From an optimization exercise on the open Yosys and OpenROAD flow, aimed at small area; shortcuts taken in it are not production practice. The RTL was checked by simulation tests, not by an equivalence proof against the original design. The clock port is modelled as an ideal driver, which makes a skipped or thinned clock tree look cheaper than it is; a real chip needs a root buffer or a tree. No activity file was given, so power comes from the tool's default toggle rates.

## FSM
module FSM(
    input clk,
    input rst,
    input btnL,
    input btnR,
    input [7:0] sw,
    output [3:0] an,
    output reg [6:0] seg,
    output reg [3:0] led
    );
For scale: ~260 cells after synthesis, about 1800 um2 of cells after synthesis.
clock: 10.0 ns
lec_check: 0
abc_area: 1
cap_margin: 20
core_margin: 2
core_utilization: 85
slew_margin: 20
standard.sh (not shown) runs the stock make flow with config.mk's settings and CLKGATE_MAP_FILE= SYNTH_SCRIPT=/design/flow/synth_recipe.tcl, a recipe that flattens the netlist after the stock synthesis.
==> flow/flow/run.sh <==
#!/bin/bash
# Layout flow:
# 1. the standard synthesis script, without the adder-cell extraction;
# 2. its combinational logic re-mapped for area by ABC (several seeds, the
#    smallest result kept), flip-flops untouched, proven equal with yosys;
# 3. the standard ORFS layout, with buf_1 port buffers and a few clock
#    buffers (flow/clkbuf.tcl) in place of TritonCTS's tree.
set -uo pipefail
W=$(pwd)
RES=$W/orfs/results/$FLOW_PLATFORM/FSM/base
LIB=$FLOW_HOME/platforms/sky130hd/lib/sky130_fd_sc_hd__tt_025C_1v80.lib

bash standard.sh ADDER_MAP_FILE= $RES/1_2_yosys.v > 1_synth.log 2>&1 || exit 1
cp $RES/1_2_yosys.v $W/synth_std.v

subst() {
  sed -e "s|@LIB@|$LIB|g" -e "s|@IN@|$W/synth_std.v|g" -e "s|@OUT@|$3|g" \
      -e "s|@ABC@|$4|g" -e "s|@TOP@|$FLOW_TOP|g" "$1" > "$2"
}
DS="strash; &get -n; &deepsyn -T 40 -S"
i=0
for seed in 1 2 3 4; do
  for map in "dch -f; amap" "&get -n; &dch -f; &nf -a -p -R 1000; &put"; do
    i=$((i+1))
    echo "$DS $seed; &put; $map" | tr ';' '\n' > rs_$i.abc
    subst flow/resynth.ys rs_$i.ys $W/rs_$i.v $W/rs_$i.abc
  done
done
for j in $(seq 1 $i); do echo $j; done | xargs -P ${NUM_CORES:-4} -I{} sh -c 'yosys -s rs_{}.ys > 2_resynth_{}.log 2>&1'
best=""; best_area=""
for j in $(seq 1 $i); do
  a=$(grep "Chip area" 2_resynth_$j.log | tail -1 | awk '{print $NF}')
  [ -z "$a" ] && continue
  if [ -z "$best" ] || awk "BEGIN{exit !($a < $best_area)}"; then best=$j; best_area=$a; fi
done
echo "re-mapping areas:"; grep -H "Chip area" 2_resynth_*.log
if [ -n "$best" ]; then
  subst flow/equiv.ys equiv.ys $W/rs_$best.v none
  if yosys -s equiv.ys > 2_equiv.log 2>&1; then
    echo "re-mapped netlist rs_$best ($best_area) proven equal; using it"
    cp $W/rs_$best.v $RES/1_2_yosys.v
    touch $RES/1_2_yosys.v
  else
    echo "re-mapped netlist not proven equal; keeping the standard netlist"
  fi
fi

export FLOW_FLOW_DIR=$W/flow
export FLOW_CLOCK_SLEW_LIMIT=0.118
bash standard.sh \
  "BUFFER_PORTS_ARGS=-buffer_cell sky130_fd_sc_hd__buf_1" \
  "PRE_CTS_TCL=$W/flow/pre_cts.tcl" \
  finish > 3_layout.log 2>&1 || exit 1
==> flow/flow/pre_cts.tcl <==
# PRE_CTS hook: build the clock buffering with my_clock_tree (clkbuf.tcl)
# instead of TritonCTS; cts.tcl then legalizes and repairs timing as usual.
source $::env(FLOW_FLOW_DIR)/clkbuf.tcl
rename clock_tree_synthesis my_tritoncts
proc clock_tree_synthesis { args } {
  my_clock_tree $::env(FLOW_CLOCK_SLEW_LIMIT)
}
Other scripts of this flow, unchanged in this note and not shown: flow/flow/clkbuf.tcl, flow/flow/equiv.ys, flow/flow/resynth.ys
The baseline ended with an error in global placement without I/O.
Change:
--- a/flow/flow/run.sh
+++ b/flow/flow/run.sh
@@ -48,5 +48,7 @@
 export FLOW_FLOW_DIR=$W/flow
-export FLOW_CLOCK_SLEW_LIMIT=0.118
+export FLOW_CLOCK_SLEW_LIMIT=0.108
+export FLOW_EARLY_CLOCK_BUFFER=sky130_fd_sc_hd__clkbuf_4
 bash standard.sh \
   "BUFFER_PORTS_ARGS=-buffer_cell sky130_fd_sc_hd__buf_1" \
+  "PRE_GLOBAL_PLACE_TCL=$W/flow/pre_place.tcl" \
   "PRE_CTS_TCL=$W/flow/pre_cts.tcl" \
==> flow/flow/pre_cts.tcl (replaced) <==
# PRE_CTS hook: replace TritonCTS with the clock buffering of clkbuf.tcl.
# If the early clock buffer meets the slew limit it is kept; else it is
# upsized, and failing that replaced by my_clock_tree's buffers.
source $::env(FLOW_FLOW_DIR)/clkbuf.tcl
rename clock_tree_synthesis my_tritoncts
proc clock_tree_synthesis { args } {
  set limit $::env(FLOW_CLOCK_SLEW_LIMIT)
  set block [ord::get_db_block]
  set buf [$block findInst clkbuf_0]
  if {$buf != "NULL"} {
    set_propagated_clock [all_clocks]
    foreach m {sky130_fd_sc_hd__clkbuf_4 sky130_fd_sc_hd__clkbuf_8 sky130_fd_sc_hd__clkbuf_16} {
      set master [[ord::get_db] findMaster $m]
      if {[[$buf getMaster] getArea] > [$master getArea]} { continue }
      $buf swapMaster $master
      set s [my_max_clock_slew]
      puts "early clock buffer as $m: estimated worst clock-pin slew $s"
      if {$s <= $limit} {
        unset_propagated_clock [all_clocks]
        return
      }
    }
    unset_propagated_clock [all_clocks]
    my_undo_clock_buffers
  }
  my_clock_tree $limit
}
==> flow/flow/pre_place.tcl (new file) <==
# PRE_GLOBAL_PLACE hook: put one clock buffer between the clock port and all
# flip-flops before global placement, so the placer keeps the clock net short.
source $::env(FLOW_FLOW_DIR)/clkbuf.tcl
my_clock_buffers $::env(FLOW_EARLY_CLOCK_BUFFER) 1
Settings changed: CORE_AREA from default to 2.3 2.72 60.7 60.3, CORE_MARGIN 2 to default, CORE_UTILIZATION 85 to default, DIE_AREA from default to 0 0 63 63.
With this change the flow ran to the end with no violations.
Synthesized cell count increases by about 2.3%.
Area after synthesis increases by 0.54%.
Change:
--- a/flow/flow/run.sh
+++ b/flow/flow/run.sh
@@ -48,7 +48,5 @@
 export FLOW_FLOW_DIR=$W/flow
-export FLOW_CLOCK_SLEW_LIMIT=0.108
-export FLOW_EARLY_CLOCK_BUFFER=sky130_fd_sc_hd__clkbuf_4
+export FLOW_CLOCK_SLEW_LIMIT=0.118
 bash standard.sh \
   "BUFFER_PORTS_ARGS=-buffer_cell sky130_fd_sc_hd__buf_1" \
-  "PRE_GLOBAL_PLACE_TCL=$W/flow/pre_place.tcl" \
   "PRE_CTS_TCL=$W/flow/pre_cts.tcl" \
==> flow/flow/pre_cts.tcl (replaced) <==
# PRE_CTS hook: build the clock buffering with my_clock_tree (clkbuf.tcl)
# instead of TritonCTS; cts.tcl then legalizes and repairs timing as usual.
source $::env(FLOW_FLOW_DIR)/clkbuf.tcl
rename clock_tree_synthesis my_tritoncts
proc clock_tree_synthesis { args } {
  my_clock_tree $::env(FLOW_CLOCK_SLEW_LIMIT)
}
removed: flow/flow/pre_place.tcl
The changed run produced a clean layout. Synthesized area came out lower by 0.54%. Utilization falls by 0.72 points. Final area shrinks by 1.2%. Hold slack gains 0.016 ns. Total power shrinks by 1.6%. Fmax barely changes. Worst setup slack is worse by 0.010 ns.
Change:
Settings changed: CORE_AREA 2.3 2.72 60.7 60.3 to default, CORE_MARGIN from default to 2, CORE_UTILIZATION from default to 40, DIE_AREA 0 0 63 63 to default.
The new run ran to the end with no violations.
Wire length went down by a few percent.
Worst setup slack degrades by 0.035 ns.
First-iteration DRC count rises by a few percent.
Design area rose slightly.
Core utilization came out lower by 15 points.
Register-to-register slack gets worse by 0.24 ns.
Fmax decreases slightly.
The clock cells of the second, third and fourth runs of this note come from the design's own scripts or RTL, not from TritonCTS.

## port drivers added, routing unchanged
The flow's constraints put no driver on any port. The routed layouts listed below were extracted and timed again, unchanged, in two steps. Step 1 assumes that a clkbuf_16 drives the clock port and a buf_2 every other input. Step 2 also shifts input and output timing later by t, the mid clock arrival at the registers, as if the neighbouring blocks saw the same clock. Slacks: ideal / step 1 / step 2; pairs: ideal / step 1.
run | t (ns) | slack for setup (ns) | pins driven straight from the clock port
the second run | 0.183 | 4.840 / 4.862 / 4.679 | 3
the third run | 0.200 | 4.830 / 4.835 / 4.636 | 2
the fourth run | 0.182 | 4.795 / 4.809 / 4.626 | 3
After both steps every run listed still meets setup and hold. For the third run, which loses most, drivers alone change the setup slack by +0.005 ns; drivers and shift together by -0.194 ns.
